This design comes from an exercise in tuning for small area and a short achievable clock period on the open sky130 flow, not from production work.
Where RTL was checked, it was by simulation tests only, not by an equivalence proof against the original.
The RTL of run 7 was laid out without a check of its function.
No activity file was given, so power comes from the tool's default toggle rates.

File: design/flow/flow/run.sh
#!/bin/bash
# The standard layout with two changes: plain buffers (buf_2) as the port
# buffers instead of the delay buffers buffer_ports picks by default, and a
# smaller clock tree: a clkbuf_16 root, clkbuf_4 leaves and none of the
# dummy loads CTS adds for balancing.
set -euo pipefail
export BUFFER_PORTS_ARGS="-buffer_cell sky130_fd_sc_hd__buf_2"
export CTS_ARGS="-sink_clustering_enable -repair_clock_nets -dont_use_dummy_load -sink_clustering_size 60 -sink_clustering_max_diameter 150 -root_buf sky130_fd_sc_hd__clkbuf_16 -buf_list sky130_fd_sc_hd__clkbuf_4"
bash standard.sh > standard.log 2>&1
File: design/flow/standard.sh
#!/bin/bash
# synth_recipe.tcl (not shown) runs the flow's synth.tcl, then flattens the netlist and writes it again
# the make line also repeats each setting of config.mk as NAME=value (left out here)
make -C /OpenROAD-flow-scripts/flow DESIGN_CONFIG=/design/flow/config.mk WORK_HOME=/design/flow/orfs CLKGATE_MAP_FILE= SYNTH_SCRIPT=/design/flow/synth_recipe.tcl "${@:-finish}"
File: design/flow/config.mk
export PLATFORM = sky130hd
export DESIGN_NAME = alu
export DESIGN_NICKNAME = alu
export VERILOG_FILES = /design/flow/design.v
export SDC_FILE = /design/flow/constraint.sdc
export NUM_CORES = 4
export LEC_CHECK = 0
export ABC_AREA = 1
export CAP_MARGIN = 20
export CORE_MARGIN = 2
export CORE_UTILIZATION = 50
export SETUP_SLACK_MARGIN = 2.95
export SLEW_MARGIN = 20
File: design/flow/constraint.sdc
create_clock -name core_clock -period 5.0 [get_ports {clk}]
set_input_delay 1.0000 -clock core_clock [delete_from_list [all_inputs] [get_ports {clk}]]
set_output_delay 1.0000 -clock core_clock [all_outputs]
set_load 0.01 [all_outputs]
File: design/flow/design.v
module alu #(parameter DATA_WIDTH = 8, CMD_WIDTH = 4)(
        input clk, rst, MODE, CE,
        input [1:0]INP_VALID,
        input [CMD_WIDTH-1:0]CMD,
        input [DATA_WIDTH-1:0]OPA,OPB,
        input CIN,
        output reg [2*DATA_WIDTH:0]res,
        output reg cout, oflow, g, l, e, err
);
        function [16:0] ks_add(input [15:0] x, input [15:0] y, input c);
                reg [16:0] kg, kp, kg2, kp2;
                integer i, d;
                begin
                        kg[0] = c;
                        kp[0] = 1'b0;
                        for (i = 0; i < 16; i = i + 1) begin
                                kg[i+1] = x[i] & y[i];
                                kp[i+1] = x[i] ^ y[i];
                        end
                        for (d = 1; d < 17; d = d * 2) begin
                                kg2 = kg;
                                kp2 = kp;
                                for (i = d; i < 17; i = i + 1) begin
                                        kg2[i] = kg[i] | (kp[i] & kg[i-d]);
                                        kp2[i] = kp[i] & kp[i-d];
                                end
                                kg = kg2;
                                kp = kp2;
                        end
                        for (i = 0; i < 16; i = i + 1)
                                ks_add[i] = x[i] ^ y[i] ^ kg[i];
                        ks_add[16] = kg[16];
                end
        endfunction
        wire sub_f = (~CMD[3] & ~CMD[2] & CMD[0]) | (CMD[3] & ~CMD[1] & ~CMD[0]);  
        wire sgn_f = CMD[3] & (CMD[2] | CMD[0]);                                    
        wire c_inca = CMD == 4'd4, c_deca = CMD == 4'd5;
        wire ci_in = (~CMD[3] & ~CMD[2]) ? (CMD[1] ? (CIN ^ CMD[0]) : CMD[0]) : ~CMD[0];
        wire i_incb = (INP_VALID == 2'b01) & (CMD == 4'd6);
        wire i_decb = (INP_VALID == 2'b01) & (CMD == 4'd7);
        wire i_ror  = ~MODE & (CMD == 4'd13);
        wire i_shra = ~MODE & (CMD == 4'd8);
        wire i_shla = ~MODE & (CMD == 4'd9);
        wire m1 = MODE & (CMD == 4'd9);
        wire m2 = MODE & (CMD == 4'd10);
        wire [7:0] a_in = m1 ? OPA + 8'd1 : m2 ? {1'b0, OPA[7:1]} :
                          ({8{~(i_incb | i_decb)}} & OPA) | {8{i_decb}};
        wire [7:0] b_in = m1 ? OPB + 8'd1 :
                          i_ror ? {OPB[7:3], 3'd0 - OPB[2:0]} :
                          i_shla ? {OPB[7:3], 3'd1} : i_shra ? {OPB[7:3], 3'd7} : OPB;
        wire [7:0] yb_in = c_inca ? 8'd0 : c_deca ? 8'hff : OPB ^ {8{sub_f}};
        reg ce_r;
        reg mode_r;
        reg [1:0] iv_r;
        reg [3:0] cmd_r;
        reg [7:0] a_r, b_r;
        reg ci_r;
        reg [7:0] yb_r;
        reg st1, st2;
        always @(posedge clk or posedge rst)
                if (rst) ce_r <= 1'b0;
                else ce_r <= CE;
        always @(posedge clk) begin
                mode_r <= MODE;
                iv_r   <= INP_VALID;
                cmd_r  <= CMD;
                a_r    <= a_in;
                b_r    <= b_in;
                yb_r   <= yb_in;
                ci_r   <= ci_in;
        end
        wire [15:0] c = 16'd1 << cmd_r;
        wire v11 = iv_r == 2'b11, v10 = iv_r == 2'b10, v01 = iv_r == 2'b01;
        wire am = ce_r & mode_r, lm = ce_r & ~mode_r;
        wire a11 = am & v11, l11 = lm & v11;
        wire op_add  = a11 & c[0];
        wire op_sub  = a11 & c[1];
        wire op_addc = a11 & c[2];
        wire op_subc = a11 & c[3];
        wire op_cmp  = a11 & c[8];
        wire op_mul  = a11 & (c[9] | c[10]);
        wire op_adds = a11 & c[11];
        wire op_subs = a11 & c[12];
        wire op_inca = am & v10 & c[4];
        wire op_deca = am & v10 & c[5];
        wire op_incb = am & v01 & c[6];
        wire op_decb = am & v01 & c[7];
        wire op_rot  = l11 & (c[12] | c[13]);
        wire sel_add  = op_add | op_sub | op_addc | op_subc | op_adds | op_subs |
                        op_inca | op_deca | op_incb | op_decb;
        wire sel_sext = op_sub | op_subc | op_deca | op_decb | op_adds | op_subs;
        wire sel_cout = op_add | op_addc | op_adds | op_subs;
        wire sel_ovc  = op_sub | (op_subc & ci_r) | op_inca | op_deca | op_incb | op_decb;
        wire sel_ovl  = op_subc & ~ci_r;
        wire sel_ovs  = op_adds | op_subs;
        wire sel_cmpu = op_cmp | op_subs;
        wire sel_mul  = op_mul & st2;
        wire ERR = (am & (v11 ? (c[4] | c[5] | c[6] | c[7] | c[13] | c[14] | c[15]) :
                          v10 ? ~(c[4] | c[5]) : v01 ? ~(c[6] | c[7]) : 1'b1)) |
                   (lm & (v11 ? (c[6] | c[7] | c[14] | c[15]) :
                          v10 ? ~c[6] : v01 ? ~c[7] : 1'b1)) |
                   (op_rot & (|b_r[7:4]));
        always @(posedge clk or posedge rst)
                if (rst) begin
                        st1 <= 1'b0;
                        st2 <= 1'b0;
                end else begin
                        st1 <= a11;
                        st2 <= st1;
                end
        reg [7:0] mx;
        reg [3:0] d1, d2, d3;
        reg [9:0] m3;
        reg [15:0] w0, w1;
        wire [16:0] m3w = ks_add({8'd0, a_r}, {7'd0, a_r, 1'b0}, 1'b0);
        always @(posedge clk) begin
                mx <= a_r;
                d1 <= {b_r[7:6] == 2'd1, b_r[5:4] == 2'd1, b_r[3:2] == 2'd1, b_r[1:0] == 2'd1};
                d2 <= {b_r[7:6] == 2'd2, b_r[5:4] == 2'd2, b_r[3:2] == 2'd2, b_r[1:0] == 2'd2};
                d3 <= {b_r[7:6] == 2'd3, b_r[5:4] == 2'd3, b_r[3:2] == 2'd3, b_r[1:0] == 2'd3};
                m3 <= m3w[9:0];
        end
        function [9:0] digit(input e1, input e2, input e3, input [7:0] x, input [9:0] x3);
                digit = ({10{e1}} & {2'd0, x}) | ({10{e2}} & {1'b0, x, 1'b0}) | ({10{e3}} & x3);
        endfunction
        wire [9:0] u0 = digit(d1[0], d2[0], d3[0], mx, m3);
        wire [9:0] u1 = digit(d1[1], d2[1], d3[1], mx, m3);
        wire [9:0] u2 = digit(d1[2], d2[2], d3[2], mx, m3);
        wire [9:0] u3 = digit(d1[3], d2[3], d3[3], mx, m3);
        wire [15:0] r0 = {6'd0, u0};
        wire [15:0] r1 = {4'd0, u1, 2'd0};
        wire [15:0] r2 = {2'd0, u2, 4'd0};
        wire [15:0] r3 = {u3, 6'd0};
        wire [15:0] cs1 = r0 ^ r1 ^ r2;
        wire [15:0] cc1 = {(r0[14:0] & r1[14:0]) | (r0[14:0] & r2[14:0]) | (r1[14:0] & r2[14:0]), 1'b0};
        wire [15:0] cs2 = cs1 ^ cc1 ^ r3;
        wire [15:0] cc2 = {(cs1[14:0] & cc1[14:0]) | (cs1[14:0] & r3[14:0]) | (cc1[14:0] & r3[14:0]), 1'b0};
        always @(posedge clk) begin
                w0 <= cs2;
                w1 <= cc2;
        end
        wire [16:0] prodw = ks_add(w0, w1, 1'b0);
        wire [15:0] prod = prodw[15:0];
        wire sgn_k = cmd_r[3] & (cmd_r[2] | cmd_r[0]);                                     
        wire sub_k = (~cmd_r[3] & ~cmd_r[2] & cmd_r[0]) | (cmd_r[3] & ~cmd_r[1] & ~cmd_r[0]);  
        wire xe = (sgn_k & a_r[7]) | (cmd_r == 4'd7);
        wire ye = (cmd_r == 4'd5) | ((cmd_r != 4'd4) & ((sgn_k & b_r[7]) ^ sub_k));
        wire [16:0] s9w = ks_add({7'd0, xe, a_r}, {7'd0, ye, yb_r}, ci_r);
        wire [8:0] s9 = s9w[8:0];
        wire eq = a_r == b_r;
        wire lt_s = {~a_r[7], a_r[6:0]} < {~b_r[7], b_r[6:0]};
        wire [15:0] rx = {8'd0, a_r} << b_r[2:0];
        wire [3:0] tt = ({4{l11 & c[0]}} & 4'b1000) |
                        ({4{l11 & c[1]}} & 4'b0111) |
                        ({4{l11 & c[2]}} & 4'b1110) |
                        ({4{l11 & c[3]}} & 4'b0001) |
                        ({4{l11 & c[4]}} & 4'b0110) |
                        ({4{l11 & c[5]}} & 4'b1001) |
                        ({4{lm & v10 & c[6]}} & 4'b0011) |
                        ({4{lm & v01 & c[7]}} & 4'b0101);
        wire sel_lo = op_rot | (l11 & c[9]);
        wire sel_hi = op_rot | (l11 & c[8]);
        wire [7:0] lres = (b_r & ((a_r & {8{tt[3]}}) | (~a_r & {8{tt[1]}}))) |
                          (~b_r & ((a_r & {8{tt[2]}}) | (~a_r & {8{tt[0]}}))) |
                          ({8{l11 & c[10]}} & {1'b0, b_r[7:1]}) | ({8{l11 & c[11]}} & {b_r[6:0], 1'b0}) |
                          ({8{sel_lo}} & rx[7:0]) | ({8{sel_hi}} & rx[15:8]);
        wire [16:0] RES = {{8{sel_sext & s9[8]}}, {9{sel_add}} & s9} |
                          {1'b0, {8{op_rot}} & rx[15:8], lres} |
                          {1'b0, {16{sel_mul}} & prod};
        wire COUT  = sel_cout & s9[8];
        wire OFLOW = (sel_ovc & s9[8]) | (sel_ovl & s9[8] & ~eq) | (sel_ovs & (s9[8] ^ s9[7]));
        wire E = (sel_cmpu | op_adds) & eq;
        wire L = (sel_cmpu & s9[8]) | (op_adds & lt_s);
        wire G = (sel_cmpu & ~eq & ~s9[8]) | (op_adds & ~eq & ~lt_s);
        always @(posedge clk or posedge rst)
                if (rst) begin
                        res <= 0;
                        cout <= 0;
                        oflow <= 0;
                        g <= 0;
                        l <= 0;
                        e <= 0;
                        err <= 0;
                end else begin
                        res <= RES;
                        cout <= COUT;
                        oflow <= OFLOW;
                        g <= G;
                        l <= L;
                        e <= E;
                        err <= ERR;
                end
endmodule
==> impl_results.md, run 1 <==
- Met1 wire length: 9580 um
- Fmax: 0.501 GHz
- Initial antenna violation count: 0
- Synth Register Bits: around 110
- Clock Tree Root: clkbuf_16
- Arr. time, crit path: 2.22 ns
- DR vias/cell: 5.47
- WHS Path Cells: 0
- Combinational power share: 34.3%
- Worst IR Drop VDD: 0.161 mV
- Sw Pwr: approximately 940 uW
- Async set-or-reset flop fraction in the synthesized netlist: between 20% and 30%
- Cells after Synth: between 1000 and 1500
- Clk pwr share: between 10% and 20%
- Reg2reg start: mx[5]$_DFF_P_
- Internal power: ~1.6 mW
- GRT Total Usage: between 20% and 30%
- IO Count: 50
- Average size of a mapped cell: a little over 7 um^2
- Pre-CTS WS: between 2 and 2.5 ns
- Setup violations, final: 0
- Die extent in y: roughly 120 um
- Initial DRC Count: between 500 and 600
- Final worst path period share: between 30% and 40%
- Core area: roughly 0.014 mm^2
- R2R Setup Slk: 3.00 ns
- Gr ovfl total: 0
- Crit Path Class: reg -> reg
- Sequential area share after synthesis: 33.4%
- WL met2: approximately 8700 um
- Largest cells by area after synthesis: dfxtp_1, nand2_1, dfrtp_1, ha_1, inv_1
- WL met3: between 1000 and 1500 um
- CP Capture Type: flip-flop
- DR top layer: met4
- Routed Wire Length: roughly 20000 um
- RePlAce Congestion: 0.918
- IO buf count: slightly below 50
- Synthesized Nets: about 1100
- Vias: between 6000 and 7000
- DP HPWL: ~16000 um
- Largest net degree at the start of global routing: 27
- Die extent in x: around 120 um
- Final Instance Area: between 0.008 and 0.009 mm^2
- Clock slew at reported path FFs: about 0.11 ns
- Relative slew slack: a little over three fifths
- Register share of total power: 47.0%
- Post-synth top area cell: dfxtp_1
- Final net count: roughly 1200
- Antenna-violating nets left: 0
- Skew-Pair Late Insertion Delay: 0.37 ns
- Wire per inst: about 16 um
- Drt pass-1 iters: 7
- Die footprint: approximately 0.015 mm^2
- Yosys warning total: 1
- Maximum clock path buffer count: 2
- Post-CTS Hold Buffers: 0
- Status: complete, no violations
- Post-synthesis cell type count: 47
- Worst reg2reg path endpoint: w0[6]$_DFF_P_
- Total power per unit cell area: between 300 and 400 mW/mm^2
- Vias in the first global route: 6194
- Final Critical Period: about 2 ns
- Fin Setup TNS: 0 ns
- RSZ-0062 raised after global routing: true
- Drc violations: 0
- Hold Path Class: reg -> reg
- Worst Max-Slew Pin Slew: 0.558 ns
- PnR Total Power: between 2 and 3 mW
- Mapped Area: around 0.0072 mm^2
- Max Slew Vio Count: 0
- Worst clock skew: 0.0414 ns
- Critical Path RT: around 5.2 ns
- CTS buffer count: 17
- CTS tree: built
- LEAKAGE: between 4 and 5 nW
- CTS H-tree depth: 4
- Most used DFF post-synth: dfxtp_1
- Dpl cells: approximately 1200
- Critical Path Fanout Max: 8
- Area share of the largest cell type after synthesis: 24.4%
- Final Hold Violating Endpoints: 0
- Worst setup SP type: flip-flop
- Switching share of power: between 30% and 40%
- Area Overhead vs Synth: 11.0%
- Post-synth EDFFs: 0
- Final setup margin: around 3 ns
- Post-route insts no fill: between 1000 and 1500
- Share of cells above drive strength 1: approximately 15%
- Antenna cells: 0
- HP Start: st1$_DFF_PP0_
- Hold Slack: between 0.3 and 0.4 ns
- Max-Cap Viols: 0
- Finished Core Util: a little under three fifths
- Row count: 43
- Starting Density: around half
- Clock Sinks: between 100 and 150
- Worst Hold End: st2$_DFF_PP0_
- Placed cell areas: 0.00756 mm^2
- R2R cell count: 5
- First-pass GRT wire length: between 30000 and 40000 um
[cells in the final DEF (no fill, tap or decap), types with 3 or more instances in the layout]
| master | n |
|---|---|
| o22ai_1 | 16 |
| o211ai_1 | 18 |
| nor2_2 | 6 |
| o21ai_1 | 7 |
| clkinvlp_4 | 3 |
| buf_4 | 16 |
| dfrtp_1 | 26 |
| inv_1 | 121 |
| dfxtp_2 | 15 |
| a21oi_2 | 3 |
| nand4_1 | 18 |
| nand2_2 | 6 |
| xnor2_1 | 6 |
| nor3_1 | 5 |
| o21ai_0 | 60 |
| a21o_1 | 3 |
| or2_2 | 7 |
| a22o_1 | 8 |
| nand3_2 | 3 |
| buf_2 | 49 |
| clkbuf_4 | 16 |
| a21oi_1 | 58 |
| dfxtp_4 | 8 |
| nor2_1 | 74 |
| ha_4 | 4 |
| xor2_1 | 13 |
| dfxtp_1 | 65 |
| nand3_1 | 85 |
| nand2_1 | 246 |
| fa_1 | 15 |
| ha_1 | 42 |
| inv_2 | 7 |
| nor2_4 | 4 |
[synth_stat cells, types with 2 or more instances]
library cell,n
nand2_1,249
inv_1,125
dfxtp_1,88
nand3_1,86
nor2_1,79
o21ai_0,62
a21oi_1,61
ha_1,48
dfrtp_1,26
nand4_1,18
o211ai_1,18
fa_1,16
o22ai_1,16
clkbuf_1,14
xor2_1,13
a22o_1,8
nor3_1,7
or2_2,7
xnor2_1,6
buf_1,5
inv_2,5
o21ai_1,5
buf_2,4
a21o_1,3
buf_4,3
nand2_2,3
nand3_2,3
nor2_2,3
a31oi_1,2
buf_6,2
nor2_4,2
nor4_1,2
o311ai_0,2
[logic make-up (layout without fill, tap and decap cells)]
family	Yosys count	after routing	synth area share, %
AND/OR/NAND/NOR	466	466	28.2
AO/OA/AOI/OAI	183	183	14.6
buffers and inverters	158	213	8.65
flip-flops	114	114	33.4
adder cells (fa/ha/maj)	64	64	12.8
XOR/XNOR	19	19	2.31
multiplexers	1	1	0.139
[cell type report]
cell class / instances / area, um^2
fillers: 1393 / 5980
multi-input cells: 733 / 4310
flip-flops and latches: 114 / 2460
inverters: 130 / 495
repair buffers: 65 / 365
well taps: 180 / 225
clock buffers: 17 / 145
repair inverters: 1 / 7.51
[state kept, by name, summed over array words and instances, names as in the netlist, 2 cells and up]
register and count:
res 17, w0 16, w1 11, m3 10
a_r 8, b_r 8, yb_r 8, mx 7
cmd_r 4, d1 4, d2 4, d3 4
iv_r 2
[worst max-delay path by stage]
stage | startpoint | end | slack (ns) | depth (start not counted)
final | mx[5]$_DFF_P_ | w0[6]$_DFF_P_ | 3.00 | 5
after global routing | b_r[6]$_DFF_P_ | oflow$_DFF_PP0_ | 2.93 | 9
after CTS | b_r[2]$_DFF_P_ | oflow$_DFF_PP0_ | 2.87 | 9
after detailed placement | CMD[0] | b_r[7]$_DFF_P_ | 2.45 | 9
after global placement | CMD[0] | b_r[7]$_DFF_P_ | 2.50 | 9
after floorplan | CMD[3] | a_r[0]$_DFF_P_ | 2.96 | 9
[repair_timing]
action | in CTS | in global routing
endpoints found under the setup margin | 34 | 40
buffers inserted | 5 | 11
gates cloned | 0 | 1
resized for setup | 16 | 45
pin swaps | 2 | 6
[power groups by stage]
stage	clock network, mW	logic, mW	registers (mW)
2_1_floorplan	0	0.633	1.13
4_1_cts	0.491	0.832	1.17
3_3_place_gp	0	0.823	1.20
5_1_grt	0.524	0.975	1.19
6_report	0.469	0.861	1.18
3_5_place_dp	0	0.826	1.19
[critical path: stages (launching register included)]
cell and delay [ns]:
dfxtp_1 0.51, a22o_1 0.17, a21oi_1 0.05, fa_1 0.58, inv_1 0.07, fa_1 0.47
[routing by layer]
metal | track usage, % | vias to the layer above
met3 | 6.23 | 22
met2 | 41.2 | 248
li1 | - | 3417
met5 | 0 | -
met1 | 38.4 | 3090
met4 | 8.99 | 0
==> run 2: changes to the inputs <==
--- a/design/flow/config.mk
+++ b/design/flow/config.mk
@@ -9,5 +9,6 @@
 export CAP_MARGIN = 20
 export CORE_MARGIN = 2
 export CORE_UTILIZATION = 50
-export SETUP_SLACK_MARGIN = 2.95
+export PLACE_DENSITY = 0.7
+export SETUP_SLACK_MARGIN = 3.05
 export SLEW_MARGIN = 20
==> impl_results.md, run 2 <==
- Status: complete, no violations
- Mapped Area: 0.00722 mm^2 (unchanged)
- Commonest cells in the netlist: nand2_1, inv_1, dfxtp_1
- Max Slew Vio Count: 0 (unchanged)
- Synthesized Nets: 1096 (unchanged)
- DP HPWL: 14900 um (-4.2%)
- Die extent in x: 124 um (unchanged)
- Top-count cell post-synth: nand2_1
- CTS tree: built
- Filler instances: 1351 (-3.0%)
- Synth Register Bits: 114 (unchanged)
- Reg2reg start: d2[2]$_DFF_P_
- Critical Path Fanout Max: 7 (-1)
- Initial DRC Count: 605 (+17%)
- CP Capture Type: flip-flop
- Vias: 6909 (+1.9%)
- Fmax: 0.523 GHz (+4.5%)
- IO buf count: 49 (unchanged)
- CTS buffer count: 17 (unchanged)
- Share of cells above drive strength 1: 19.3% (+4.3 points)
- Clock Sinks: 114 (unchanged)
- Crit Path Class: reg -> reg
- Worst clock skew: 0.0356 ns (-0.00575 ns)
- Clock slew at reported path FFs: 0.11 ns (about the same)
- Largest cells by area after synthesis: dfxtp_1, nand2_1, dfrtp_1, ha_1, inv_1
- Initial antenna violation count: 0 (unchanged)
- Clock Tree Root: clkbuf_16
- Sequential cell area: 0.00249 mm^2 (+1.0%)
- DR vias/cell: 5.51 (+0.73%)
- Critical Path RT: 5.23 ns (about the same)
- Most frequent cells in the layout: nand2_1, inv_1, nand3_1
- Final Hold Violating Endpoints: 0 (unchanged)
- RSZ-0062 raised after global routing: true
- Cells after Synth: 1005 (unchanged)
- LEAKAGE: 4.15 nW (+2.4%)
- Die extent in y: 124 um (unchanged)
- Drt pass-1 iters: 5 (-2)
- Area Overhead vs Synth: 14.9%
- Average size of a mapped cell: 7.18 um^2 (unchanged)
- Wire per inst: 15.7 um (-2.7%)
- Setup violations, final: 0 (unchanged)
- Worst IR Drop VDD: 0.152 mV (-6.0%)
- CP Launch Point: d2[2]$_DFF_P_
- Worst setup SP type: flip-flop
- Worst Max-Slew Pin Slew: 0.542 ns (-0.0159 ns)
- Row count: 43 (unchanged)
- Post-synth EDFFs: 0 (unchanged)
- Post-synthesis cell type count: 47 (unchanged)
- Largest net degree at the start of global routing: 27 (unchanged)
- Post-synth top area cell: dfxtp_1
- Max-Cap Viols: 0 (unchanged)
- Most used DFF post-synth: dfxtp_1
- Number of flip-flops in the largest register: 17 (unchanged)
- Hold Path Class: reg -> reg
- Gr ovfl total: 0 (unchanged)
- Fin Setup TNS: 0 ns (unchanged)
- Commonest non-fill, non-tap cell in the layout: nand2_1
- IO Count: 50 (unchanged)
- Worst reg2reg path endpoint: w0[6]$_DFF_P_
- Post-route insts no fill: 1255 (+1.2%)
- Async set-or-reset flop fraction in the synthesized netlist: 22.8% (unchanged)
- Final Critical Period: 1.91 ns (-0.0856 ns)
- Starting Density: 51.6% (unchanged)
- Crit path to: w0[6]$_DFF_P_
- Vias in the first global route: 6258 (+1.0%)
- Drc violations: 0 (unchanged)
- GRT Total Usage: 26.7% (-0.54 points)
- Dpl cells: 1206 (unchanged)
- Final net count: 1168 (+1.3%)
- Relative slew slack: 63.5% (+1.0 points)
- Core area: 0.0140 mm^2 (unchanged)
- Sequential area share after synthesis: 33.4% (unchanged)
- Multi-input logic area: 0.00441 mm^2 (+2.4%)
- Reg with most FFs: res
- Skew-Pair Late Insertion Delay: 0.37 ns (about the same)
- Die footprint: 0.0154 mm^2 (unchanged)
- Maximum clock path buffer count: 2 (unchanged)
- R2R cell count: 5 (unchanged)
- Area share of the largest cell type after synthesis: 24.4% (unchanged)
- First-pass GRT wire length: 31500 um (-0.20%)
- CTS H-tree depth: 4 (unchanged)
- Routed Wire Length: 19700 um (-1.5%)
- R2R Setup Slk: 3.09 ns (+0.09 ns)
- Antenna-violating nets left: 0 (unchanged)
- Regs by FF count: res x17, w0 x16, w1 x11
- Antenna cells: 0 (unchanged)
- Yosys warning total: 1 (unchanged)
- RePlAce Congestion: 0.966 (+5.3%)
- Total power per unit cell area: 307 mW/mm^2 (-2.0%)
- Arr. time, crit path: 2.14 ns (-0.08 ns)
- Final worst path period share: 38.2% (-1.7 points)
[run 2: how the worst min path moves through the flow]
stage / end / cells past startpoint / slack (ns) / startpoint
3_5_place_dp: st2$_DFF_PP0_ / 0 / 0.34 / st1$_DFF_PP0_
5_1_grt: st2$_DFF_PP0_ / 0 / 0.36 / st1$_DFF_PP0_
2_1_floorplan: st2$_DFF_PP0_ / 0 / 0.33 / st1$_DFF_PP0_
6_report: st2$_DFF_PP0_ / 0 / 0.35 / st1$_DFF_PP0_
4_1_cts: st2$_DFF_PP0_ / 0 / 0.35 / st1$_DFF_PP0_
3_3_place_gp: st2$_DFF_PP0_ / 0 / 0.33 / st1$_DFF_PP0_
[run 2: layout make-up]
cell class	instances	share of cell area, %
Clock buffer	17	1.75
Timing Repair Buffer	80	6.23
Multi-Input combinational cell	733	53.2
Tap cell	180	2.71
Timing Repair inverter	1	0.0905
Inverter	130	6.08
Sequential cell	114	30.0
[run 2: worst max-delay path, cell delays in order, from the launching register on]
cell and delay (ns):
dfxtp_2 0.38, a22o_1 0.23, a21oi_1 0.18, fa_1 0.48, inv_1 0.10, fa_1 0.38
[run 2: where the power goes]
group | total (mW) | switching [mW] | internal [mW]
Sequential | 1.17 | 0.125 | 1.05
Combinational | 0.905 | 0.550 | 0.355
Clock | 0.472 | 0.286 | 0.185
[run 2: per-layer routing]
| layer | share of wire, % | wire [um] | GRT usage (%) |
|---|---|---|---|
| met3 | 8.0 | 1590 | 4.58 |
| met1 | 44 | 8660 | 36.4 |
| met5 | 0 | 0 | 0 |
| met4 | 2.5 | 484 | 9.13 |
| met2 | 46 | 8990 | 42.8 |
[run 2: cell families (layout without fill, tap and decap cells)]
family	Yosys count	in the layout	synth area share [%]
fa+ha+maj	64	64	12.8
simple gates	466	466	28.2
xor+xnor	19	19	2.31
mux	1	1	0.139
compound gates	183	183	14.6
buf+inv	158	228	8.65
flops	114	114	33.4
[run 2: repair_timing]
item	CTS	global route
cloned	0	1
buffers inserted	6	24
pin swaps	3	10
endpoints found under the setup margin	44	49
hold buffers	0	0
resized for setup	43	72
[run 2: per-stage QoR]
| step | setup WS, ns | instance area, um^2 | total power [mW] | hold WS, ns | utilization (%) |
|---|---|---|---|---|---|
| 2_1_floorplan | 2.97 | 7230 | 1.76 | 0.331 | - |
| 3_3_place_gp | 2.53 | 7570 | 2.00 | 0.334 | 54.1 |
| 3_5_place_dp | 2.50 | 7570 | 2.01 | 0.343 | 54.1 |
| 4_1_cts | 2.94 | 7860 | 2.49 | 0.353 | 56.2 |
| 5_1_grt | 2.95 | 8300 | 2.73 | 0.364 | 59.3 |
| 6_report | 3.09 | 8300 | 2.55 | 0.350 | 59.3 |
==> run 3: changes to the inputs <==
--- a/design/flow/config.mk
+++ b/design/flow/config.mk
@@ -8,7 +8,6 @@
 export ABC_AREA = 1
 export CAP_MARGIN = 20
 export CORE_MARGIN = 2
-export CORE_UTILIZATION = 50
-export PLACE_DENSITY = 0.7
+export CORE_UTILIZATION = 45
 export SETUP_SLACK_MARGIN = 3.05
 export SLEW_MARGIN = 20
==> impl_results.md, run 3 <==
- Status: complete, no violations
- Slowest stage delay, CP: 0.23 ns (-0.25 ns)
- Total power per unit cell area: 305 mW/mm^2 (-0.52%)
- LEAKAGE: 4.14 nW (-0.16%)
- Regs by FF count: res x17, w0 x16, w1 x11
- Post-synth top area cell: dfxtp_1
- CTS tree: built
- Largest net degree at the start of global routing: 27 (unchanged)
- Max Slew Vio Count: 0 (unchanged)
- Starting Density: 45.8% (-5.8 points)
- Post-synthesis cell type count: 47 (unchanged)
- Post-route insts no fill: 1289 (+2.7%)
- XOR/XNOR Fraction of Synth Area: 2.31% (unchanged)
- Commonest cells in the netlist: nand2_1, inv_1, dfxtp_1
- Synthesized Nets: 1096 (unchanged)
- Critical Path RT: 5.22 ns (about the same)
- Yosys warning total: 1 (unchanged)
- Drc violations: 0 (unchanged)
- Share of cells above drive strength 1: 19.0% (-0.34 points)
- Cells after Synth: 1005 (unchanged)
- Antenna-violating nets left: 0 (unchanged)
- CTS buffer count: 17 (unchanged)
- Gr ovfl total: 0 (unchanged)
- Area share of the largest cell type after synthesis: 24.4% (unchanged)
- RePlAce Congestion: 0.922 (-4.5%)
- CP max stage cell: nor3_2
- Post-synth EDFFs: 0 (unchanged)
- Clock slew at reported path FFs: 0.07 ns (-0.04 ns)
- Die footprint: 0.0171 mm^2 (+11%)
- Critical Path Fanout Max: 6 (-1)
- Largest cells by area after synthesis: dfxtp_1, nand2_1, dfrtp_1, ha_1, inv_1
- Clock Sinks: 114 (unchanged)
- Max-Cap Viols: 0 (unchanged)
- Sequential area share after synthesis: 33.4% (unchanged)
- Maximum clock path buffer count: 2 (unchanged)
- Worst IR Drop VDD: 0.172 mV (+13%)
- Main combinational cell family by area after synthesis: simple AND/OR/NAND/NOR gates
- Final net count: 1166 (-0.17%)
- Synth Register Bits: 114 (unchanged)
- Final worst path period share: 38.2% (about the same)
- Vias: 6839 (-1.0%)
- Hold Path Class: reg -> reg
- Post-Synth Adder-Cell Area: 12.8% (unchanged)
- Initial DRC Count: 617 (+2.0%)
- Drt pass-1 iters: 5 (unchanged)
- Top-count cell post-synth: nand2_1
- Routed Wire Length: 20100 um (+1.9%)
- Async set-or-reset flop fraction in the synthesized netlist: 22.8% (unchanged)
- Kind of cell adding the most delay to the critical path: simple AND/OR/NAND/NOR gates
- Synth Area in Simple Gates: 28.2% (unchanged)
- Relative slew slack: 63.6% (+0.068 points)
- Arr. time, crit path: 2.14 ns (about the same)
- Crit-path cells: buf_6, inv_2, nor2_4, clkinv_4, nor2_4, nand4_1, nor3_2, nand3_1, xor2_1
- Setup violations, final: 0 (unchanged)
- Most used DFF post-synth: dfxtp_1
- CP Capture Type: flip-flop
- Wire per inst: 15.6 um (-0.79%)
- RSZ-0062 raised after global routing: true
- Post-synthesis compound-gate area fraction: 14.6% (unchanged)
- Most frequent cells in the layout: nand2_1, inv_1, nand3_1
- Clock Tree Root: clkbuf_16
- DP HPWL: 15400 um (+3.9%)
- Crit Path Class: in -> reg
- IO Count: 50 (unchanged)
- Mapped Area: 0.00722 mm^2 (unchanged)
- Dpl cells: 1242 (+3.0%)
- Fin Setup TNS: 0 ns (unchanged)
- Worst clock skew: 0.0301 ns (-0.00550 ns)
- Mux contribution to synthesized area: 0.139% (unchanged)
- Fmax: 0.523 GHz (about the same)
- Area Overhead vs Synth: 15.9%
- Die extent in x: 131 um (+5.2%)
- Reg with most FFs: res
- Hold Slack: 0.356 ns (+0.00543 ns)
- Final Hold Violating Endpoints: 0 (unchanged)
- Bufs and invs on worst path: 3 (+2)
- Commonest non-fill, non-tap cell in the layout: nand2_1
- Worst setup SP type: input port
- IO buf count: 49 (unchanged)
- First-pass GRT wire length: 31800 um (+0.90%)
- Antenna cells: 0 (unchanged)
- Most used cell, CP: nor2_4
- Number of flip-flops in the largest register: 17 (unchanged)
- Vias in the first global route: 6241 (-0.27%)
- Skew-Pair Late Insertion Delay: 0.36 ns (about the same)
- GRT Total Usage: 24.5% (-2.2 points)
- Die extent in y: 131 um (+5.2%)
- Average size of a mapped cell: 7.18 um^2 (unchanged)
- Core area: 0.0158 mm^2 (+13%)
- Initial antenna violation count: 0 (unchanged)
- Final Critical Period: 1.91 ns (+0.00118 ns)
- Worst Max-Slew Pin Slew: 0.542 ns (-0.000292 ns)
- DR vias/cell: 5.31 (-3.6%)
- Row count: 46 (+7.0%)
- CTS H-tree depth: 4 (unchanged)
-- run 3: cell types whose count changed in the layout (fill, tap and decap cells not counted), sizes merged --
cell,delta
buf,-2
-- run 3: power breakdown --
group / leakage [nW] / total [mW] / switching, mW / internal, mW
Clock: 0.0859 / 0.470 / 0.285 / 0.185
Combinational: 2.96 / 0.910 / 0.550 / 0.360
Sequential: 1.10 / 1.17 / 0.129 / 1.04
-- run 3: area by class of cell --
type                            instances  area [um^2]
Fill cell                            1568         7410
Multi-Input combinational cell        733         4450
Sequential cell                       114         2490
Inverter                              130          504
Timing Repair Buffer                   78          498
Tap cell                              216          270
Clock buffer                           17          145
Timing Repair inverter                  1         5.00
-- run 3: worst reg2reg max path: cells and delay by family (launching register included) --
kind,cells,cell delay [ns]
adders and majority gates,2,1.00
AOI/OAI and AO/OA,1,0.18
DFF,1,0.39
buffers and inverters,3,0.22
-- run 3: cell families after synthesis --
group,count (synthesis)
xor gates and xnor gates,19
and+or+nand+nor,466
DFF,114
buffers and inverters,158
muxes,1
AOI/OAI and AO/OA,183
adders and majority gates,64
-- run 3: repair_timing --
| action | 4_1_cts | 5_1_grt |
|---|---|---|
| setup buffers | 4 | 24 |
| endpoints found under the setup margin | 42 | 45 |
| gates cloned | 0 | 1 |
| hold buffers | 0 | 0 |
| pin swaps | 3 | 16 |
| resized for setup | 40 | 77 |
-- run 3: layer usage --
metal	vias to the layer above	track usage, %	wire length (um)
met4	0	10.9	593
met2	226	38.0	8970
met5	-	0	0
met3	44	3.66	1290
met1	3121	34.0	9250
li1	3448	-	-
-- run 3: path summary, 6_finish.rpt --
path                            slack [ns]                to  cells after the start           from
worst min register to register        0.36     st2$_DFF_PP0_                      0  st1$_DFF_PP0_
min in group asynchronous             0.66  res[9]$_DFF_PP0_                      2            rst
worst max register to register        3.09     w0[8]$_DFF_P_                      6  d2[0]$_DFF_P_
max in group asynchronous             3.89       e$_DFF_PP0_                      3            rst
worst max-delay path                  3.09    b_r[7]$_DFF_P_                      9         CMD[0]
worst min-delay path                  0.36     st2$_DFF_PP0_                      0  st1$_DFF_PP0_
-- run 3: per-stage QoR --
step | utilization, % | setup WS (ns) | area [um^2] | power, mW
after detailed placement | 48.3 | 2.49 | 7610 | 2.02
after CTS | 50.2 | 2.98 | 7920 | 2.51
after floorplan | - | 2.97 | 7230 | 1.76
after global placement | 48.3 | 2.53 | 7610 | 2.02
final | 53.0 | 3.09 | 8360 | 2.55
after global routing | 53.0 | 3.04 | 8360 | 2.76
==> run 4: changes to the inputs <==
--- a/design/flow/config.mk
+++ b/design/flow/config.mk
@@ -8,6 +8,6 @@
 export ABC_AREA = 1
 export CAP_MARGIN = 20
 export CORE_MARGIN = 2
-export CORE_UTILIZATION = 45
+export CORE_UTILIZATION = 50
 export SETUP_SLACK_MARGIN = 3.05
 export SLEW_MARGIN = 20
==> impl_results.md, run 4 <==
- Worst clock skew: 0.0348 ns (+0.00469 ns)
- Grt peak-use layer: met2
- CP Capture Type: flip-flop
- Worst Max-Slew Pin Slew: 0.647 ns (+0.105 ns)
- Number of flip-flops in the largest register: 17 (unchanged)
- Post-route insts no fill: 1245 (-3.4%)
- Switching share of power: 37.9% (+0.18 points)
- Clock Tree Root: clkbuf_16
- Post-CTS Hold Buffers: 0 (unchanged)
- DP HPWL: 15700 um (+1.4%)
- Row count: 43 (-6.5%)
- Relative slew slack: 56.5% (-7.1 points)
- Worst setup SP type: flip-flop
- Post-synth EDFFs: 0 (unchanged)
- Average size of a mapped cell: 7.18 um^2 (unchanged)
- Max-Cap Viols: 0 (unchanged)
- Die extent in y: 124 um (-5.0%)
- Regs by FF count: res x17, w0 x16, w1 x11
- Critical Path Fanout Max: 8 (+2)
- Critical Path RT: 5.23 ns (about the same)
- Post-synth top area cell: dfxtp_1
- Commonest cells in the netlist: nand2_1, inv_1, dfxtp_1
- LEAKAGE: 4.11 nW (-0.85%)
- Drt pass-1 iters: 5 (unchanged)
- M3 GR Usage: 5.17% (+1.5 points)
- PnR Total Power: 2.56 mW (about the same)
- Final Instance Area: 0.00824 mm^2 (-1.5%)
- Synth Register Bits: 114 (unchanged)
- Most frequent cells in the layout: nand2_1, inv_1, nand3_1
- Skew-Pair Late Insertion Delay: 0.37 ns (about the same)
- IO Count: 50 (unchanged)
- Final Hold Violating Endpoints: 0 (unchanged)
- Fin Setup TNS: 0 ns (unchanged)
- CTS buffer count: 17 (unchanged)
- Worst IR Drop VDD: 0.180 mV (+5.1%)
- Clock slew at reported path FFs: 0.11 ns (+0.04 ns)
- Pre-CTS WS: 2.44 ns (-0.0518 ns)
- DR vias/cell: 5.51 (+3.8%)
- Final worst path period share: 38.2% (-0.053 points)
- Dpl cells: 1206 (-2.9%)
- Fmax: 0.524 GHz (+0.14%)
- Wire per inst: 16.6 um (+6.2%)
- Met2 Track Usage GR: 42.4% (+4.4 points)
- Mapped Area: 0.00722 mm^2 (unchanged)
- Area Overhead vs Synth: 14.2%
- CTS tree: built
- Starting Density: 51.6% (+5.8 points)
- Antenna-violating nets left: 0 (unchanged)
- Clock Sinks: 114 (unchanged)
- RePlAce Congestion: 0.916 (-0.69%)
- Reg with most FFs: res
- Antenna cells: 0 (unchanged)
- Commonest non-fill, non-tap cell in the layout: nand2_1
- Crit Path Class: reg -> reg
- Top-count cell post-synth: nand2_1
- Multi-input logic area: 0.00444 mm^2 (-0.28%)
- Hold Path Class: reg -> reg
- Internal power: 1.59 mW (-0.21%)
- Combinational power share: 35.0% (-0.6 points)
- Clk pwr share: 18.7% (+0.3 points)
- Core area: 0.0140 mm^2 (-11%)
- IO buf count: 49 (unchanged)
- Gr ovfl total: 0 (unchanged)
- Sequential area share after synthesis: 33.4% (unchanged)
- Share of cells above drive strength 1: 18.5% (-0.51 points)
- Drc violations: 0 (unchanged)
- Arr. time, crit path: 2.14 ns (about the same)
- Final Critical Period: 1.91 ns (-0.00266 ns)
- Register share of total power: 46.3% (+0.3 points)
- GRT Total Usage: 27.6% (+3.1 points)
- Post-synthesis cell type count: 47 (unchanged)
- Largest cells by area after synthesis: dfxtp_1, nand2_1, dfrtp_1, ha_1, inv_1
- Status: complete, no violations
- Met1 usage in global routing: 39.0% (+5.0 points)
- Sequential cell area: 0.00249 mm^2 (-0.20%)
- Vias in the first global route: 6227 (-0.22%)
- Filler instances: 1369 (-13%)
- First-pass GRT wire length: 31900 um (+0.50%)
- Cells after Synth: 1005 (unchanged)
- Placed cell areas: 0.00757 mm^2 (-0.59%)
- Die footprint: 0.0154 mm^2 (-9.7%)
- Initial DRC Count: 578 (-6.3%)
- Largest net degree at the start of global routing: 27 (unchanged)
- Most used DFF post-synth: dfxtp_1
- Die extent in x: 124 um (-5.0%)
- RSZ-0062 raised after global routing: true
- Initial antenna violation count: 0 (unchanged)
- Maximum clock path buffer count: 2 (unchanged)
- Yosys warning total: 1 (unchanged)
- Total power per unit cell area: 310 mW/mm^2 (+1.6%)
- Routed Wire Length: 20600 um (+2.6%)
- Async set-or-reset flop fraction in the synthesized netlist: 22.8% (unchanged)
- CTS H-tree depth: 4 (unchanged)
- Final net count: 1158 (-0.69%)
- Final setup margin: 3.09 ns (+0.00266 ns)
- Sw Pwr: 969 uW (+0.56%)
- Setup violations, final: 0 (unchanged)
- Area share of the largest cell type after synthesis: 24.4% (unchanged)
- Max Slew Vio Count: 0 (unchanged)
- Synthesized Nets: 1096 (unchanged)
- Vias: 6854 (+0.22%)
run 4: cell types whose count changed in the layout (fill, tap and decap cells not counted), sizes merged:
cell	before	now
buf	78	71
clkinvlp	4	2
clkinv	1	2
run 4: final timing paths:
path	startpoint	end	slack (ns)	cells after the start
hold / removal	st1$_DFF_PP0_	st2$_DFF_PP0_	0.35	0
hold reg to reg	st1$_DFF_PP0_	st2$_DFF_PP0_	0.35	0
setup reg to reg	mx[6]$_DFF_P_	w0[6]$_DFF_P_	3.09	5
max in group asynchronous	rst	res[0]$_DFF_PP0_	4.06	3
setup / recovery	mx[6]$_DFF_P_	w0[6]$_DFF_P_	3.09	5
min in group asynchronous	rst	res[9]$_DFF_PP0_	0.56	2
run 4: per-layer routing:
metal	up-vias	share of wire, %
met5	-	0
met4	0	2.3
met3	35	6.4
met1	3128	47
li1	3448	-
met2	243	44
run 4: kinds of logic after synthesis:
kind of cell / share of synthesized area, %
AO/OA/AOI/OAI: 14.6
XOR/XNOR: 2.31
adder cells (fa/ha/maj): 12.8
buffers and inverters: 8.65
flip-flops: 33.4
multiplexers: 0.139
AND/OR/NAND/NOR: 28.2
run 4: what timing repair did:
action	4_1_cts	5_1_grt
resized for setup	39	77
pin swaps	3	11
endpoints found under the setup margin	45	47
buffers inserted	8	13
run 4: power by group through the flow:
stage / combinational [mW] / sequential (mW) / clock, mW
CTS: 0.837 / 1.18 / 0.487
global route: 1.00 / 1.20 / 0.528
detailed placement: 0.826 / 1.20 / 0
global placement: 0.828 / 1.20 / 0
floorplan: 0.634 / 1.13 / 0
finish: 0.896 / 1.18 / 0.478
run 4: area by class of cell:
class / instances / share of cell area (%)
repair buffers: 71 / 5.40
inverters: 130 / 6.10
flip-flops and latches: 114 / 30.2
well taps: 180 / 2.73
multi-input cells: 733 / 53.8
clock buffers: 17 / 1.76
run 4: per-stage QoR:
step	util, %	hold slack, ns
2_1_floorplan	-	0.331
3_3_place_gp	54.1	0.335
3_5_place_dp	54.1	0.347
4_1_cts	56.2	0.346
5_1_grt	58.9	0.362
6_report	58.9	0.349
run 4: critical path, cell delays in order, from the launching register on:
cell and delay [ns]:
dfxtp_2 0.43, a22o_1 0.18, a21oi_2 0.05, fa_1 0.57, inv_1 0.07, fa_1 0.47
==> run 5: changes to the inputs <==
--- a/design/flow/config.mk
+++ b/design/flow/config.mk
@@ -9,5 +9,5 @@
 export CAP_MARGIN = 20
 export CORE_MARGIN = 2
 export CORE_UTILIZATION = 50
-export SETUP_SLACK_MARGIN = 3.05
+export SETUP_SLACK_MARGIN = 3.0
 export SLEW_MARGIN = 20
==> impl_results.md, run 5 <==
- Post-synthesis cell type count: 47 (unchanged)
- Antenna-violating nets left: 0 (unchanged)
- Max Slew Vio Count: 0 (unchanged)
- Synthesized Nets: 1096 (unchanged)
- CP Capture Type: flip-flop
- First-pass GRT wire length: 31700 um (-0.71%)
- Relative slew slack: 60.4% (+4.0 points)
- Average size of a mapped cell: 7.18 um^2 (unchanged)
- Worst Hold End: st2$_DFF_PP0_
- Status: complete, no violations
- Clock slew at reported path FFs: 0.09 ns (-0.02 ns)
- Worst IR Drop VDD: 0.190 mV (+5.4%)
- Clock Sinks: 114 (unchanged)
- Regs by FF count: res x17, w0 x16, w1 x11
- Fmax: 0.513 GHz (-2.1%)
- IO Count: 50 (unchanged)
- Sequential area share after synthesis: 33.4% (unchanged)
- Number of flip-flops in the largest register: 17 (unchanged)
- Total power per unit cell area: 313 mW/mm^2 (+0.84%)
- Antenna cells: 0 (unchanged)
- Core area: 0.0140 mm^2 (unchanged)
- Starting Density: 51.6% (unchanged)
- Drt pass-1 iters: 8 (+3)
- Max-Cap Viols: 0 (unchanged)
- Setup violations, final: 0 (unchanged)
- Final Instance Area: 0.00812 mm^2 (-1.5%)
- Die footprint: 0.0154 mm^2 (unchanged)
- Initial antenna violation count: 0 (unchanged)
- Critical Path RT: 5.23 ns (about the same)
- Vias: 6841 (-0.19%)
- Gr ovfl total: 0 (unchanged)
- Placed cell areas: 0.00757 mm^2 (unchanged)
- Reg with most FFs: res
- Post-CTS Hold Buffers: 0 (unchanged)
- Reg2reg start: d2[2]$_DFF_P_
- Area share of the largest cell type after synthesis: 24.4% (unchanged)
- IO buf count: 49 (unchanged)
- R2R cell count: 5 (unchanged)
- Share of cells above drive strength 1: 16.8% (-1.7 points)
- Cells after Synth: 1005 (unchanged)
- Async set-or-reset flop fraction in the synthesized netlist: 22.8% (unchanged)
- Die extent in y: 124 um (unchanged)
- Routed Wire Length: 20400 um (-0.87%)
- Drc violations: 0 (unchanged)
- Clock Tree Root: clkbuf_16
- RePlAce Congestion: 0.923 (+0.81%)
- Synth Register Bits: 114 (unchanged)
- Most frequent cells in the layout: nand2_1, inv_1, nand3_1
- Skew-Pair Late Insertion Delay: 0.36 ns (about the same)
- Post-synth EDFFs: 0 (unchanged)
- Mapped Area: 0.00722 mm^2 (unchanged)
- Final worst path period share: 39.0% (+0.80 points)
- Slowest stage delay, CP: 0.53 ns (-0.04 ns)
- CTS buffer count: 17 (unchanged)
- Largest net degree at the start of global routing: 27 (unchanged)
- Largest cells by area after synthesis: dfxtp_1, nand2_1, dfrtp_1, ha_1, inv_1
- Area Overhead vs Synth: 12.5%
- Crit-path cells: a22o_1, a21oi_1, fa_1, inv_1, fa_1
- Multi-input logic area: 0.00435 mm^2 (-1.9%)
- Top-count cell post-synth: nand2_1
- Maximum clock path buffer count: 2 (unchanged)
- Critical Path Fanout Max: 7 (-1)
- HP Start: st1$_DFF_PP0_
- DR vias/cell: 5.49 (-0.27%)
- Final net count: 1159 (+0.086%)
- Yosys warning total: 1 (unchanged)
- R2R Setup Slk: 3.05 ns (-0.04 ns)
- CTS H-tree depth: 4 (unchanged)
- Crit Path Class: reg -> reg
- CP max stage cell: fa_1
- Final Hold Violating Endpoints: 0 (unchanged)
- Worst setup SP type: flip-flop
- Initial DRC Count: 717 (+24%)
- WHS Path Cells: 0 (unchanged)
- Commonest non-fill, non-tap cell in the layout: nand2_1
- LEAKAGE: 4.09 nW (-0.42%)
- CTS tree: built
- CP Launch Point: d2[2]$_DFF_P_
- Wire per inst: 16.4 um (-0.95%)
- Commonest cells in the netlist: nand2_1, inv_1, dfxtp_1
- Post-synth top area cell: dfxtp_1
- Fin Setup TNS: 0 ns (unchanged)
- Most used cell, CP: fa_1
- GRT Total Usage: 27.5% (about the same)
- Sequential cell area: 0.00247 mm^2 (-0.70%)
- Most used DFF post-synth: dfxtp_1
- Worst Max-Slew Pin Slew: 0.588 ns (-0.0588 ns)
- Filler instances: 1375 (+0.44%)
- Arr. time, crit path: 2.18 ns (+0.04 ns)
- Row count: 43 (unchanged)
- Vias in the first global route: 6188 (-0.63%)
- Die extent in x: 124 um (unchanged)
- RSZ-0062 raised after global routing: true
- Hold Path Class: reg -> reg
- DP HPWL: 15500 um (-0.93%)
- Worst clock skew: 0.0389 ns (+0.00412 ns)
- Final Critical Period: 1.95 ns (+0.0402 ns)
- Worst reg2reg path endpoint: w0[9]$_DFF_P_
## run 5: routing by layer
metal | global-route usage, % | part of all wire [%] | vias up
met3 | 5.59 | 6.7 | 35
met4 | 10.4 | 2.6 | 0
met5 | 0 | 0 | -
met2 | 41.9 | 44 | 260
met1 | 38.5 | 47 | 3107
li1 | - | - | 3439
## run 5: metrics by stage
step | util (%) | total power [mW] | hold slack, ns | cells | setup slack (ns)
6_report | 58.1 | 2.54 | 0.373 | 1246 | 3.05
4_1_cts | 56.0 | 2.51 | 0.381 | 1230 | 2.99
3_5_place_dp | 54.1 | 2.02 | 0.340 | 1206 | 2.43
3_3_place_gp | 54.1 | 2.03 | 0.332 | 1206 | 2.48
5_1_grt | 58.1 | 2.72 | 0.392 | 1246 | 2.97
2_1_floorplan | - | 1.76 | 0.331 | 1005 | 2.97
## run 5: final cells by class
type	count	area share, %
clock buffers	17	1.79
inverters	130	6.18
multi-input cells	733	53.6
flip-flops and latches	114	30.4
well taps	180	2.77
repair buffers	71	5.16
repair inverters	1	0.0924
## run 5: cells by family (layout without fill, tap and decap cells)
group,Yosys count,count (layout),share of synthesized area (%)
AOI/OAI and AO/OA,183,183,14.6
xor gates and xnor gates,19,19,2.31
adders and majority gates,64,64,12.8
buffers and inverters,158,219,8.65
DFF,114,114,33.4
muxes,1,1,0.139
and+or+nand+nor,466,466,28.2
## run 5: power by group
group	total (mW)	internal [mW]	switching [mW]
clock	0.473	0.185	0.288
combinational	0.889	0.351	0.538
sequential	1.18	1.05	0.132
## run 5: worst max-delay path by stage
| stage | to | slack [ns] |
|---|---|---|
| 3_5_place_dp | b_r[7]$_DFF_P_ | 2.43 |
| 2_1_floorplan | b_r[7]$_DFF_P_ | 2.97 |
| 6_report | w0[9]$_DFF_P_ | 3.05 |
| 5_1_grt | res[2]$_DFF_PP0_ | 2.97 |
| 4_1_cts | oflow$_DFF_PP0_ | 2.99 |
| 3_3_place_gp | b_r[7]$_DFF_P_ | 2.48 |
## run 5: what timing repair did
item                       CTS  global route
gates resized for setup     26            56
setup endpoints to repair   37            43
pin swaps                    4             9
cloned                       0             1
setup buffers                7            15
## run 5: worst max-delay path, delay by kind of cell, from the launching register on
kind | cells | cell delay (ns)
DFF | 1 | 0.51
adders and majority gates | 2 | 1.00
buffers and inverters | 1 | 0.08
AOI/OAI and AO/OA | 2 | 0.24
==> run 6: changes to the inputs <==
--- a/design/flow/config.mk
+++ b/design/flow/config.mk
@@ -9,5 +9,5 @@
 export CAP_MARGIN = 20
 export CORE_MARGIN = 2
 export CORE_UTILIZATION = 50
-export SETUP_SLACK_MARGIN = 3.0
+export SETUP_SLACK_MARGIN = 3.1
 export SLEW_MARGIN = 20
==> impl_results.md, run 6 <==
- Status: complete, no violations
- Worst setup SP type: input port
- Area Overhead vs Synth: 16.8%
- Sequential area share after synthesis: 33.4% (unchanged)
- Regs by FF count: res x17, w0 x16, w1 x11
- Cells after Synth: 1005 (unchanged)
- Arr. time, crit path: 2.14 ns (-0.04 ns)
- Max-Cap Viols: 0 (unchanged)
- Vias in the first global route: 6157 (-0.50%)
- Post-synth top area cell: dfxtp_1
- Post-synth EDFFs: 0 (unchanged)
- Number of flip-flops in the largest register: 17 (unchanged)
- Average size of a mapped cell: 7.18 um^2 (unchanged)
- Post-CTS Hold Buffers: 0 (unchanged)
- Total power per unit cell area: 307 mW/mm^2 (-1.8%)
- Area share of the largest cell type after synthesis: 24.4% (unchanged)
- Largest cells by area after synthesis: dfxtp_1, nand2_1, dfrtp_1, ha_1, inv_1
- Die extent in x: 124 um (unchanged)
- Share of cells above drive strength 1: 20.5% (+3.7 points)
- Antenna cells: 0 (unchanged)
- Critical Path Fanout Max: 6 (-1)
- Vias: 6906 (+0.95%)
- Critical Path RT: 5.24 ns (about the same)
- R2R cell count: 9 (+4)
- Final worst path period share: 38.1% (-0.92 points)
- DR vias/cell: 5.48 (-0.25%)
- Mapped Area: 0.00722 mm^2 (unchanged)
- RSZ-0062 raised after global routing: true
- R2R Setup Slk: 3.13 ns (+0.08 ns)
- Commonest cells in the netlist: nand2_1, inv_1, dfxtp_1
- CP Capture Type: flip-flop
- Synth Register Bits: 114 (unchanged)
- RePlAce Congestion: 0.919 (-0.50%)
- Largest net degree at the start of global routing: 27 (unchanged)
- Synthesized Nets: 1096 (unchanged)
- Max Slew Vio Count: 0 (unchanged)
- CTS H-tree depth: 4 (unchanged)
- Drc violations: 0 (unchanged)
- Final Hold Violating Endpoints: 0 (unchanged)
- Die footprint: 0.0154 mm^2 (unchanged)
- Commonest non-fill, non-tap cell in the layout: nand2_1
- Worst clock skew: 0.0248 ns (-0.0142 ns)
- Relative slew slack: 62.2% (+1.8 points)
- Post-synthesis cell type count: 47 (unchanged)
- Hold Slack: 0.358 ns (-0.0153 ns)
- Fmax: 0.525 GHz (+2.4%)
- Reg with most FFs: res
- Initial DRC Count: 680 (-5.2%)
- Filler instances: 1383 (+0.58%)
- Top-count cell post-synth: nand2_1
- Most used DFF post-synth: dfxtp_1
- Async set-or-reset flop fraction in the synthesized netlist: 22.8% (unchanged)
- CTS tree: built
- Hold Path Class: reg -> reg
- Final Critical Period: 1.90 ns (-0.0460 ns)
- Routed Wire Length: 20700 um (+1.1%)
- Initial antenna violation count: 0 (unchanged)
- Gr ovfl total: 0 (unchanged)
- Most frequent cells in the layout: nand2_1, inv_1, nand3_1
- Skew-Pair Late Insertion Delay: 0.36 ns (about the same)
- Final net count: 1174 (+1.3%)
- Clock Tree Root: clkbuf_16
- Die extent in y: 124 um (unchanged)
- IO Count: 50 (unchanged)
- GRT Total Usage: 28.0% (+0.48 points)
- Setup violations, final: 0 (unchanged)
- Fin Setup TNS: 0 ns (unchanged)
- First-pass GRT wire length: 32600 um (+2.8%)
- HP Start: st1$_DFF_PP0_
- WHS Path Cells: 0 (unchanged)
- Starting Density: 51.6% (unchanged)
- Clock slew at reported path FFs: 0.07 ns (-0.02 ns)
- Worst IR Drop VDD: 0.169 mV (-11%)
- Worst reg2reg path endpoint: g$_DFF_PP0_
- Maximum clock path buffer count: 2 (unchanged)
- DP HPWL: 15700 um (+1.3%)
- Wire per inst: 16.4 um (about the same)
- Yosys warning total: 1 (unchanged)
- Row count: 43 (unchanged)
- Reg2reg start: b_r[6]$_DFF_P_
- LEAKAGE: 4.19 nW (+2.6%)
- Worst Hold End: st2$_DFF_PP0_
- Clock Sinks: 114 (unchanged)
- Core area: 0.0140 mm^2 (unchanged)
- Crit Path Class: in -> reg
- CTS buffer count: 17 (unchanged)
- IO buf count: 49 (unchanged)
- Antenna-violating nets left: 0 (unchanged)
- Worst Max-Slew Pin Slew: 0.566 ns (-0.0223 ns)
- Drt pass-1 iters: 5 (-3)
[run 6: layout make-up]
| type | instances | area, um^2 | share of cell area [%] |
|---|---|---|---|
| Clock buffer | 17 | 145 | 1.72 |
| Inverter | 130 | 515 | 6.11 |
| Multi-Input combinational cell | 733 | 4470 | 53.0 |
| Sequential cell | 114 | 2490 | 29.6 |
| Tap cell | 180 | 225 | 2.67 |
| Timing Repair Buffer | 87 | 583 | 6.91 |
[run 6: critical path: stages]
cell and delay (ns):
buf_12 0.11, inv_12 0.03, nor2_4 0.14, clkinv_4 0.08
nor2_4 0.15, nand4_1 0.15, nor3_2 0.22, nand3_1 0.11
xor2_1 0.15
[run 6: worst max-delay path by stage]
stage / start / endpoint / slack (ns)
after floorplan: OPB[2] / b_r[7]$_DFF_P_ / 3.01
after global placement: CMD[0] / b_r[7]$_DFF_P_ / 2.49
after detailed placement: CMD[0] / b_r[7]$_DFF_P_ / 2.47
after CTS: b_r[6]$_DFF_P_ / oflow$_DFF_PP0_ / 3.04
after global routing: CMD[0] / b_r[7]$_DFF_P_ / 3.02
final: CMD[0] / b_r[7]$_DFF_P_ / 3.10
[run 6: cell families after synthesis]
group | count (synthesis) | share of synthesized area (%)
AOI/OAI and AO/OA | 183 | 14.6
xor gates and xnor gates | 19 | 2.31
muxes | 1 | 0.139
adders and majority gates | 64 | 12.8
buffers and inverters | 158 | 8.65
and+or+nand+nor | 466 | 28.2
DFF | 114 | 33.4
[run 6: layer usage]
layer,vias up,wire length [um],track usage [%]
met1,3171,9750,40.2
li1,3466,-,-
met5,-,0,0
met3,28,1210,4.67
met4,0,311,8.36
met2,241,9400,43.1
[run 6: repair_timing]
action / in CTS / in global routing
buffers inserted: 11 / 27
endpoints found under the setup margin: 48 / 56
pin swaps: 6 / 15
resized for setup: 47 / 78
[run 6: power by group]
group / switching [mW] / internal [mW]
Clock: 0.282 / 0.185
Sequential: 0.132 / 1.05
Combinational: 0.568 / 0.377
[run 6: stage by stage]
step           util, %  area, um^2  total power [mW]  setup WS [ns]  cells
2_1_floorplan        -        7280              1.76           3.01   1005
3_3_place_gp      54.4        7610              2.03           2.49   1206
3_5_place_dp      54.4        7610              2.03           2.47   1206
4_1_cts           57.0        7980              2.53           3.04   1234
5_1_grt           60.3        8440              2.79           3.02   1261
6_report          60.3        8440              2.59           3.10   1261
==> run 7: changes to the inputs <==
--- a/design/flow/design.v
+++ b/design/flow/design.v
@@ -45,8 +45,7 @@
         wire m2 = MODE & (CMD == 4'd10);
         wire [7:0] a_in = m1 ? OPA + 8'd1 : m2 ? {1'b0, OPA[7:1]} :
                           ({8{~(i_incb | i_decb)}} & OPA) | {8{i_decb}};
-        wire [7:0] b_in = m1 ? OPB + 8'd1 :
-                          i_ror ? {OPB[7:3], 3'd0 - OPB[2:0]} :
+        wire [7:0] b_in = i_ror ? {OPB[7:3], 3'd0 - OPB[2:0]} :
                           i_shla ? {OPB[7:3], 3'd1} : i_shra ? {OPB[7:3], 3'd7} : OPB;
         wire [7:0] yb_in = c_inca ? 8'd0 : c_deca ? 8'hff : OPB ^ {8{sub_f}};
         reg ce_r;
@@ -113,11 +112,12 @@
         reg [9:0] m3;
         reg [15:0] w0, w1;
         wire [16:0] m3w = ks_add({8'd0, a_r}, {7'd0, a_r, 1'b0}, 1'b0);
+        wire [7:0] my = (mode_r & (cmd_r == 4'd9)) ? b_r + 8'd1 : b_r;
         always @(posedge clk) begin
                 mx <= a_r;
-                d1 <= {b_r[7:6] == 2'd1, b_r[5:4] == 2'd1, b_r[3:2] == 2'd1, b_r[1:0] == 2'd1};
-                d2 <= {b_r[7:6] == 2'd2, b_r[5:4] == 2'd2, b_r[3:2] == 2'd2, b_r[1:0] == 2'd2};
-                d3 <= {b_r[7:6] == 2'd3, b_r[5:4] == 2'd3, b_r[3:2] == 2'd3, b_r[1:0] == 2'd3};
+                d1 <= {my[7:6] == 2'd1, my[5:4] == 2'd1, my[3:2] == 2'd1, my[1:0] == 2'd1};
+                d2 <= {my[7:6] == 2'd2, my[5:4] == 2'd2, my[3:2] == 2'd2, my[1:0] == 2'd2};
+                d3 <= {my[7:6] == 2'd3, my[5:4] == 2'd3, my[3:2] == 2'd3, my[1:0] == 2'd3};
                 m3 <= m3w[9:0];
         end
         function [9:0] digit(input e1, input e2, input e3, input [7:0] x, input [9:0] x3);
--- a/design/flow/config.mk
+++ b/design/flow/config.mk
@@ -9,5 +9,5 @@
 export CAP_MARGIN = 20
 export CORE_MARGIN = 2
 export CORE_UTILIZATION = 50
-export SETUP_SLACK_MARGIN = 3.1
+export SETUP_SLACK_MARGIN = 3.05
 export SLEW_MARGIN = 20
==> impl_results.md, run 7 <==
- Arr. time, crit path: 2.17 ns (+0.03 ns)
- Maximum clock path buffer count: 2 (unchanged)
- GRT Total Usage: 26.3% (-1.8 points)
- Average size of a mapped cell: 7.14 um^2 (-0.59%)
- Vias: 6873 (-0.48%)
- Regs by FF count: res x17, w0 x16, w1 x11
- IO buf count: 49 (unchanged)
- Worst IR Drop VDD: 0.163 mV (-3.8%)
- Dpl cells: 1233 (+2.2%)
- DP HPWL: 15500 um (-1.1%)
- RePlAce Congestion: 0.905 (-1.5%)
- Top-count cell post-synth: nand2_1
- Most frequent cells in the layout: nand2_1, inv_1, nand3_1
- Critical Path Fanout Max: 6 (unchanged)
- Row count: 44 (+2.3%)
- Sequential area share after synthesis: 32.9% (-0.55 points)
- Post-synth EDFFs: 0 (unchanged)
- CTS buffer count: 17 (unchanged)
- Synth Register Bits: 114 (unchanged)
- CTS H-tree depth: 4 (unchanged)
- HP Start: st1$_DFF_PP0_
- Yosys warning total: 1 (unchanged)
- Final setup margin: 3.06 ns (-0.0383 ns)
- Vias in the first global route: 6253 (+1.6%)
- Setup violations, final: 0 (unchanged)
- Reg with most FFs: res
- Hold Path Class: reg -> reg
- R2R cell count: 9 (unchanged)
- Fin Setup TNS: 0 ns (unchanged)
- Synthesized Nets: 1119 (+2.1%)
- Post-route insts no fill: 1295 (+2.7%)
- CTS tree: built
- Critical path depth in cells: 9 (unchanged)
- Largest net degree at the start of global routing: 27 (unchanged)
- Total power per unit cell area: 295 mW/mm^2 (-3.9%)
- Commonest cells in the netlist: nand2_1, inv_1, nand3_1
- Die footprint: 0.0157 mm^2 (+1.6%)
- Pre-CTS WS: 2.44 ns (-0.0285 ns)
- Finished Core Util: 59.3% (-1.0 points)
- Bufs and invs on worst path: 1 (-2)
- Slowest stage delay, CP: 0.46 ns (+0.24 ns)
- Largest cells by area after synthesis: dfxtp_1, nand2_1, dfrtp_1, ha_1, inv_1
- Final Critical Period: 1.94 ns (+0.0383 ns)
- WHS Path Cells: 0 (unchanged)
- Crit Path Class: reg -> reg
- Antenna-violating nets left: 0 (unchanged)
- Drt pass-1 iters: 7 (+2)
- Gr ovfl total: 0 (unchanged)
- Wire per inst: 15.5 um (-5.2%)
- CP max stage cell: dfxtp_2
- IO Count: 50 (unchanged)
- Final Hold Violating Endpoints: 0 (unchanged)
- Core area: 0.0144 mm^2 (+3.1%)
- Placed cell areas: 0.00772 mm^2 (+1.5%)
- R2R Setup Slk: 3.06 ns (-0.07 ns)
- Async set-or-reset flop fraction in the synthesized netlist: 22.8% (unchanged)
- Clock Sinks: 114 (unchanged)
- Initial antenna violation count: 0 (unchanged)
- Final worst path period share: 38.8% (+0.77 points)
- Routed Wire Length: 20100 um (-2.6%)
- Clock Tree Root: clkbuf_16
- Reg2reg start: b_r[4]$_DFF_P_
- Fmax: 0.515 GHz (-2.0%)
- CP Capture Type: flip-flop
- Critical Path RT: 5.23 ns (about the same)
- Post-CTS Hold Buffers: 0 (unchanged)
- Final net count: 1204 (+2.6%)
- Filler instances: 1382 (-0.072%)
- First-pass GRT wire length: 32600 um (+0.21%)
- Antenna cells: 0 (unchanged)
- Final Instance Area: 0.00855 mm^2 (+1.3%)
- Worst reg2reg path endpoint: oflow$_DFF_PP0_
- Clock slew at reported path FFs: 0.09 ns (+0.02 ns)
- Kind of cell adding the most delay to the critical path: simple AND/OR/NAND/NOR gates
- Area share of the largest cell type after synthesis: 24.0% (-0.40 points)
- Starting Density: 50.9% (-0.72 points)
- Worst Max-Slew Pin Slew: 0.565 ns (-0.000428 ns)
- Commonest non-fill, non-tap cell in the layout: nand2_1
- Post-synthesis cell type count: 50 (+6.4%)
- Cells after Synth: 1028 (+2.3%)
- Post-synth top area cell: dfxtp_1
- Status: complete, no violations
- LEAKAGE: 4.34 nW (+3.4%)
- RSZ-0062 raised after global routing: true
- Crit-path cells: inv_1, ha_1, nand2_1, nor2_1, nand3b_1, nor3_2, o21ai_0, nand3_1, nand2_1
- Most used DFF post-synth: dfxtp_1
- Worst Hold End: st2$_DFF_PP0_
- DR vias/cell: 5.31 (-3.1%)
- Relative slew slack: 62.3% (about the same)
- Area Overhead vs Synth: 16.4%
- Worst clock skew: 0.0336 ns (+0.00884 ns)
- Skew-Pair Late Insertion Delay: 0.36 ns (about the same)
- Max Slew Vio Count: 0 (unchanged)
- Mapped Area: 0.00734 mm^2 (+1.7%)
- Die extent in y: 125 um (+0.81%)
- Most used cell, CP: nand2_1
- Max-Cap Viols: 0 (unchanged)
- Drc violations: 0 (unchanged)
- Number of flip-flops in the largest register: 17 (unchanged)
- Worst setup SP type: flip-flop
- Initial DRC Count: 489 (-28%)
- Die extent in x: 125 um (+0.81%)
- Share of cells above drive strength 1: 18.9% (-1.6 points)
[run 7: cell count changes after synthesis, moves of 3 or more]
cell | previous run | this run
nand2_1 | 249 | 267
o22ai_1 | 16 | 3
a21oi_1 | 61 | 49
nand3_1 | 86 | 95
inv_1 | 125 | 131
o2bb2ai_1 | 0 | 6
clkbuf_1 | 14 | 19
nand4_1 | 18 | 21
o211ai_1 | 18 | 21
o21bai_1 | 1 | 4
[run 7: area by class of cell]
type / instances / area (um^2) / area share [%]
Multi-Input combinational cell: 750 / 4530 / 53.0
Sequential cell: 114 / 2490 / 29.2
Timing Repair Buffer: 92 / 607 / 7.10
Inverter: 136 / 529 / 6.19
Tap cell: 184 / 230 / 2.69
Clock buffer: 17 / 145 / 1.70
Timing Repair inverter: 2 / 12.5 / 0.146
[run 7: per-stage QoR]
stage	total power, mW	hold slack (ns)
2_1_floorplan	1.74	0.331
3_3_place_gp	1.99	0.337
3_5_place_dp	1.99	0.344
4_1_cts	2.49	0.352
5_1_grt	2.73	0.361
6_report	2.52	0.353
[run 7: cell families (layout without fill, tap and decap cells)]
family,Yosys count,after routing,share of synthesized area [%]
mux,2,2,0.273
buf+inv,164,247,8.54
fa+ha+maj,64,64,12.5
xor+xnor,18,18,2.15
flops,114,114,32.9
simple gates,496,496,29.9
compound gates,170,170,13.7
[run 7: per-layer routing]
metal  global-route usage [%]  wire [um]  vias up
met5                        0          0        -
met4                     9.22        367        0
met3                     4.62       1170       25
met2                     39.8       8830      204
met1                     37.8       9760     3097
li1                         -          -     3547
[run 7: worst max-delay path by stage]
stage,to,from
finish,oflow$_DFF_PP0_,b_r[4]$_DFF_P_
global route,oflow$_DFF_PP0_,b_r[2]$_DFF_P_
CTS,oflow$_DFF_PP0_,b_r[1]$_DFF_P_
detailed placement,oflow$_DFF_PP0_,b_r[2]$_DFF_P_
global placement,oflow$_DFF_PP0_,b_r[2]$_DFF_P_
floorplan,a_r[0]$_DFF_P_,CMD[3]
[run 7: power breakdown]
| part | internal, mW | switching [mW] |
|---|---|---|
| Combinational | 0.355 | 0.524 |
| Sequential | 1.04 | 0.131 |
| Clock | 0.185 | 0.283 |
[run 7: timing repair]
item | 4_1_cts | 5_1_grt
gates cloned | 0 | 2
pin swaps | 3 | 11
setup endpoints to repair | 45 | 45
setup buffers | 4 | 39
resized for setup | 39 | 62

Check on run 7: ideal ports give 3.058 ns setup slack; a clkbuf_16 on the clock port and buf_2 on the inputs give 3.042 ns; moving port delays by the midpoint clock arrival (0.386 ns) as well gives 2.708 ns.
